Background: an optimization exercise with open tools, aiming at small area, a short achievable clock period and few clock cycles per item. Do not read the settings as production practice.
At most, simulation tests tie the RTL to the original design; equivalence was not proved.

==> inputs of pepper <==
Design fp32_mul, start of the top module:
module fp32_mul (
    input  wire        clk,
    input  wire        rst,
    input  wire        in_valid,
    input  wire [31:0] op_a,
    input  wire [31:0] op_b,
    output reg         out_valid,
    output reg  [31:0] result
);
  wire [7:0]  ea = op_a[30:23];
  wire [7:0]  eb = op_b[30:23];
  wire [22:0] fb = op_b[22:0];
  wire a_zero = (ea == 8'h00);
  wire b_zero = (eb == 8'h00);
  wire a_emax = (ea == 8'hFF);
  wire b_emax = (eb == 8'hFF);
  wire special = a_zero | b_zero | a_emax | b_emax;
  wire [22:0] fb0 = special ? 23'd0 : fb;
  wire [25:0] bx = {2'b01, fb0, 1'b0};
  wire [11:0] one0, two0, neg0;
  genvar gi;
  generate
    for (gi = 0; gi < 12; gi = gi + 1) begin : g_booth
      assign one0[gi] = bx[2*gi+1] ^ bx[2*gi];
      assign two0[gi] = (bx[2*gi+2] & ~bx[2*gi+1] & ~bx[2*gi]) |
                        (~bx[2*gi+2] & bx[2*gi+1] & bx[2*gi]);
      assign neg0[gi] = bx[2*gi+2] & ~(bx[2*gi+1] & bx[2*gi]);
    end
  endgenerate
  reg        v1, sa1, sb1, az1, bz1, am1, bm1, fbnz1;
  reg [7:0]  ea1, eb1;
  reg [22:0] fa1;
  reg [11:0] one1, two1, neg1;
  always @(posedge clk) begin
    if (rst) v1 <= 1'b0; else v1 <= in_valid;
    sa1 <= op_a[31];
    sb1 <= op_b[31];
    az1 <= a_zero;
    bz1 <= b_zero;
    am1 <= a_emax;
    bm1 <= b_emax;
    fbnz1 <= |fb;
    ea1 <= ea;
    eb1 <= eb;
    fa1 <= op_a[22:0];
    one1 <= one0;
    two1 <= two0;
    neg1 <= neg0;
  end
  wire any_nan = (am1 & (|fa1)) | (bm1 & fbnz1);
  wire any_zero = az1 | bz1;
  wire any_inf = (am1 & ~(|fa1)) | (bm1 & ~fbnz1);
  wire zinf = ~any_nan & any_zero & any_inf;
  wire s1 = any_nan ? sa1 : zinf ? 1'b1 : (sa1 ^ sb1);
  wire q1 = any_nan | zinf;
  wire kill1 = (any_zero | any_inf) & ~any_nan;
  wire [7:0] esum;
  add8c u_eadd (.a(ea1), .b(eb1), .s(esum));
  wire [7:0] e1 = any_nan ? ea1 : any_zero ? (any_inf ? 8'hFF : 8'h00) :
                  any_inf ? 8'hFF : {~esum[7], esum[6:0]};
  ...
==> flow/config.mk <==
export PLATFORM = sky130hd
export DESIGN_NAME = fp32_mul
export DESIGN_NICKNAME = fp32_mul
export VERILOG_FILES = /design/flow/design.v
export SDC_FILE = /design/flow/constraint.sdc
export NUM_CORES = 4
export LEC_CHECK = 0
export CAP_MARGIN = 20
export CORE_MARGIN = 2
export CORE_UTILIZATION = 60
export CTS_CLUSTER_DIAMETER = 60
export CTS_CLUSTER_SIZE = 30
export SLEW_MARGIN = 70
export SYNTH_HIERARCHICAL = 1
==> flow/constraint.sdc <==
create_clock -name core_clock -period 11.0 [get_ports {clk}]
set_input_delay 2.2000 -clock core_clock [delete_from_list [all_inputs] [get_ports {clk}]]
set_output_delay 2.2000 -clock core_clock [all_outputs]
set_load 0.01 [all_outputs]
standard.sh (not shown) runs the stock make flow with config.mk's settings and CLKGATE_MAP_FILE= SYNTH_SCRIPT=/design/flow/synth_recipe.tcl, a recipe that flattens the netlist after the stock synthesis.
==> flow/flow/run.sh <==
#!/bin/bash
# Layout flow: the standard ORFS flow (standard.sh, unchanged synthesis),
# with the port buffers made from a regular buffer cell rather than the
# delay-buffer cell that buffer_ports picks by default.
set -euo pipefail
cd "$(dirname "$0")/.."
bash standard.sh "BUFFER_PORTS_ARGS=-buffer_cell sky130_fd_sc_hd__buf_2" finish > flow_make.log 2>&1
==> inputs of zinc, as changes to pepper <==
--- a/flow/design.v
+++ b/flow/design.v
@@ -4,65 +4,66 @@
     input  wire        in_valid,
     input  wire [31:0] op_a,
     input  wire [31:0] op_b,
     output reg         out_valid,
     output reg  [31:0] result
 );
   wire [7:0]  ea = op_a[30:23];
   wire [7:0]  eb = op_b[30:23];
+  wire [22:0] fa = op_a[22:0];
   wire [22:0] fb = op_b[22:0];
   wire a_zero = (ea == 8'h00);
   wire b_zero = (eb == 8'h00);
   wire a_emax = (ea == 8'hFF);
   wire b_emax = (eb == 8'hFF);
+  wire a_nan = a_emax & (|fa);
+  wire b_nan = b_emax & (|fb);
+  wire any_nan = a_nan | b_nan;
+  wire any_zero = a_zero | b_zero;
+  wire any_inf = (a_emax & ~(|fa)) | (b_emax & ~(|fb));
   wire special = a_zero | b_zero | a_emax | b_emax;
+  wire zinf = ~any_nan & any_zero & any_inf;
+  wire s0 = any_nan ? op_a[31] : zinf ? 1'b1 : (op_a[31] ^ op_b[31]);
+  wire kill0 = special & ~any_nan;
   wire [22:0] fb0 = special ? 23'd0 : fb;
   wire [25:0] bx = {2'b01, fb0, 1'b0};
   wire [11:0] one0, two0, neg0;
   genvar gi;
   generate
     for (gi = 0; gi < 12; gi = gi + 1) begin : g_booth
       assign one0[gi] = bx[2*gi+1] ^ bx[2*gi];
       assign two0[gi] = (bx[2*gi+2] & ~bx[2*gi+1] & ~bx[2*gi]) |
                         (~bx[2*gi+2] & bx[2*gi+1] & bx[2*gi]);
       assign neg0[gi] = bx[2*gi+2] & ~(bx[2*gi+1] & bx[2*gi]);
     end
   endgenerate
-  reg        v1, sa1, sb1, az1, bz1, am1, bm1, fbnz1;
+  reg        v1, s1, q1, kill1, nan1, zero1, inf1;
   reg [7:0]  ea1, eb1;
   reg [22:0] fa1;
   reg [11:0] one1, two1, neg1;
   always @(posedge clk) begin
     if (rst) v1 <= 1'b0; else v1 <= in_valid;
-    sa1 <= op_a[31];
-    sb1 <= op_b[31];
-    az1 <= a_zero;
-    bz1 <= b_zero;
-    am1 <= a_emax;
-    bm1 <= b_emax;
-    fbnz1 <= |fb;
+    s1 <= s0;
+    q1 <= any_nan | zinf;
+    nan1 <= any_nan;
+    zero1 <= any_zero;
+    inf1 <= any_inf;
     ea1 <= ea;
     eb1 <= eb;
-    fa1 <= op_a[22:0];
+    fa1 <= fa;
+    kill1 <= kill0;
     one1 <= one0;
     two1 <= two0;
     neg1 <= neg0;
   end
-  wire any_nan = (am1 & (|fa1)) | (bm1 & fbnz1);
-  wire any_zero = az1 | bz1;
-  wire any_inf = (am1 & ~(|fa1)) | (bm1 & ~fbnz1);
-  wire zinf = ~any_nan & any_zero & any_inf;
-  wire s1 = any_nan ? sa1 : zinf ? 1'b1 : (sa1 ^ sb1);
-  wire q1 = any_nan | zinf;
-  wire kill1 = (any_zero | any_inf) & ~any_nan;
   wire [7:0] esum;
   add8c u_eadd (.a(ea1), .b(eb1), .s(esum));
-  wire [7:0] e1 = any_nan ? ea1 : any_zero ? (any_inf ? 8'hFF : 8'h00) :
-                  any_inf ? 8'hFF : {~esum[7], esum[6:0]};
+  wire [7:0] e1 = nan1 ? ea1 : zero1 ? (inf1 ? 8'hFF : 8'h00) :
+                  inf1 ? 8'hFF : {~esum[7], esum[6:0]};
   wire [24:0] am = {1'b1, fa1, 1'b0};   
   wire [24:0] bp0;
   wire [24:0] bp1;
   wire [24:0] bp2;
   wire [24:0] bp3;
   wire [24:0] bp4;
   wire [24:0] bp5;
   wire [24:0] bp6;
@@ -1080,40 +1081,38 @@
   assign z372 = (fs231 ^ fc230) ^ (fs230 | fc229);
   assign z373 = (fs232 ^ fc231) ^ (fs231 | fc230);
   assign z374 = (fs233 ^ fc232) ^ (fs232 | fc231);
   assign z375 = (fs234 ^ fc233) ^ (fs233 | fc232);
   assign z376 = (fs235 ^ fc234) ^ (fs234 | fc233);
   assign z377 = (fs236 ^ fc235) ^ (fs235 | fc234);
   assign z378 = (fs237 ^ fc236) ^ (fs236 | fc235);
   wire sticky = z357 | z358 | z359 | z360 | z361 | z362 | z363 | z364 | z365 | z366 | z367 | z368 | z369 | z370 | z371 | z372 | z373 | z374 | z375 | z376 | z377 | z378;
-  reg        v3, s3, q3, st3, kill3;
+  reg        v3, s3, q3, st3;
   reg [7:0]  e3;
   reg [25:0] h3;
   always @(posedge clk) begin
     if (rst) v3 <= 1'b0; else v3 <= v2;
     s3 <= s2;
     q3 <= q2;
-    kill3 <= kill2;
     e3 <= e2;
-    st3 <= sticky;
-    h3 <= h;
+    st3 <= sticky & ~kill2;
+    h3 <= kill2 ? 26'd0 : h;
   end
   wire [22:0] f0 = h3[23:1];
   wire [22:0] f1 = h3[24:2];
   wire i0 = h3[0] & (st3 | h3[1]);
   wire i1 = h3[1] & (st3 | h3[2]);
   wire [22:0] r0, r1;
   rnd23 u_r0 (.f(f0), .inc(i0), .r(r0));
   rnd23 u_r1 (.f(f1), .inc(i1), .r(r1));
   wire p47 = h3[25];
   wire [22:0] rnd = p47 ? r1 : r0;
   wire [7:0] eo = e3 + {7'd0, p47};
-  wire [22:0] fo = kill3 ? 23'd0 : rnd;
-  wire [31:0] res = {s3, eo, fo[22] | q3, fo[21:0]};
+  wire [31:0] res = {s3, eo, rnd[22] | q3, rnd[21:0]};
   always @(posedge clk) begin
     if (rst) out_valid <= 1'b0; else out_valid <= v3;
     result <= res;
   end
 endmodule
 module rnd23 (input wire [22:0] f, input wire inc, output wire [22:0] r);
   wire [23:0] t;   
   assign t[0] = 1'b1;
==> flow/run.sh (new file) <==
#!/bin/bash
# synth_recipe.tcl (not shown) runs the flow's synth.tcl, then flattens the netlist and writes it again
# the make line also repeats each setting of config.mk as NAME=value (left out here)
make -C /OpenROAD-flow-scripts/flow DESIGN_CONFIG=/design/flow/config.mk WORK_HOME=/design/flow/orfs CLKGATE_MAP_FILE= SYNTH_SCRIPT=/design/flow/synth_recipe.tcl finish
==> flow/config.mk (replaced) <==
export PLATFORM = sky130hd
export DESIGN_NAME = fp32_mul
export DESIGN_NICKNAME = fp32_mul
export VERILOG_FILES = /design/flow/design.v
export SDC_FILE = /design/flow/constraint.sdc
export NUM_CORES = 4
export LEC_CHECK = 0
export CAP_MARGIN = 20
export CORE_MARGIN = 2
export CORE_UTILIZATION = 60
export SLEW_MARGIN = 70
export SYNTH_HIERARCHICAL = 1
removed: flow/flow/run.sh
removed: flow/standard.sh
==> flow_summary.yaml <==
clock_network:
  htree_levels: 1
setup_path:
  r2r-end: "h3[19]$_DFF_P_"
  critPathMaxFanout: 9
finish:
  inv_count: 113
  fin_cells: 2639
sta:
  timing.fmax_ghz: 0.2834
status:
  status: "finished clean"
power_and_ir_drop:
  internal-power_w: 0.004393
That was pepper.
==> flow_summary.yaml <==
setup_path:
  critPathMaxFanout: 13
  r2r-end: "h3[9]$_SDFF_PP0_"
finish:
  signal_buffers: 166
  inv_count: 115
  fin_cells: 2670
status:
  status: "finished clean"
grt:
  gr-usage-met3_pct: 9.138
clock_network:
  htree_levels: 2
That was zinc.
Testbench counts of pepper, summed over its fixed seeds: cycles 16,024, items 16,000.
The RTL of zinc was laid out without a check of its function.

==> re-timing with driven ports <==
Ports are ideal in the flow. The routed layouts listed here were re-timed in OpenROAD. Step 1 assumes that a clkbuf_16 drives the clock port and a buf_2 every other input. Step 2 adds t to the input delays and takes it off the output delays; t is the mean of the earliest and latest rising clock arrival at the registers after step 1. Input paths then give back, and output paths get back, about the clock's delay inside the block. a / b / c = ideal ports / drivers / drivers and shift; a / b = the first two.
| run | shift t [ns] | slack for setup (ns) | hold slack, ns | worst setup path at the end | clock arrival spread, ns |
|---|---|---|---|---|---|
| pepper | 0.649 | 7.471 / 7.471 / 7.178 | 0.322 / 0.322 / 0.322 | input to register | 0.033 / 0.033 |
| zinc | 0.601 | 7.286 / 7.305 / 6.718 | 0.324 / 0.324 / 0.324 | input to register | 0.019 / 0.019 |
After both steps setup and hold are still met in every run listed. The setup slack of zinc, which loses most, moves by +0.019 ns with the drivers and by -0.568 ns with both steps.
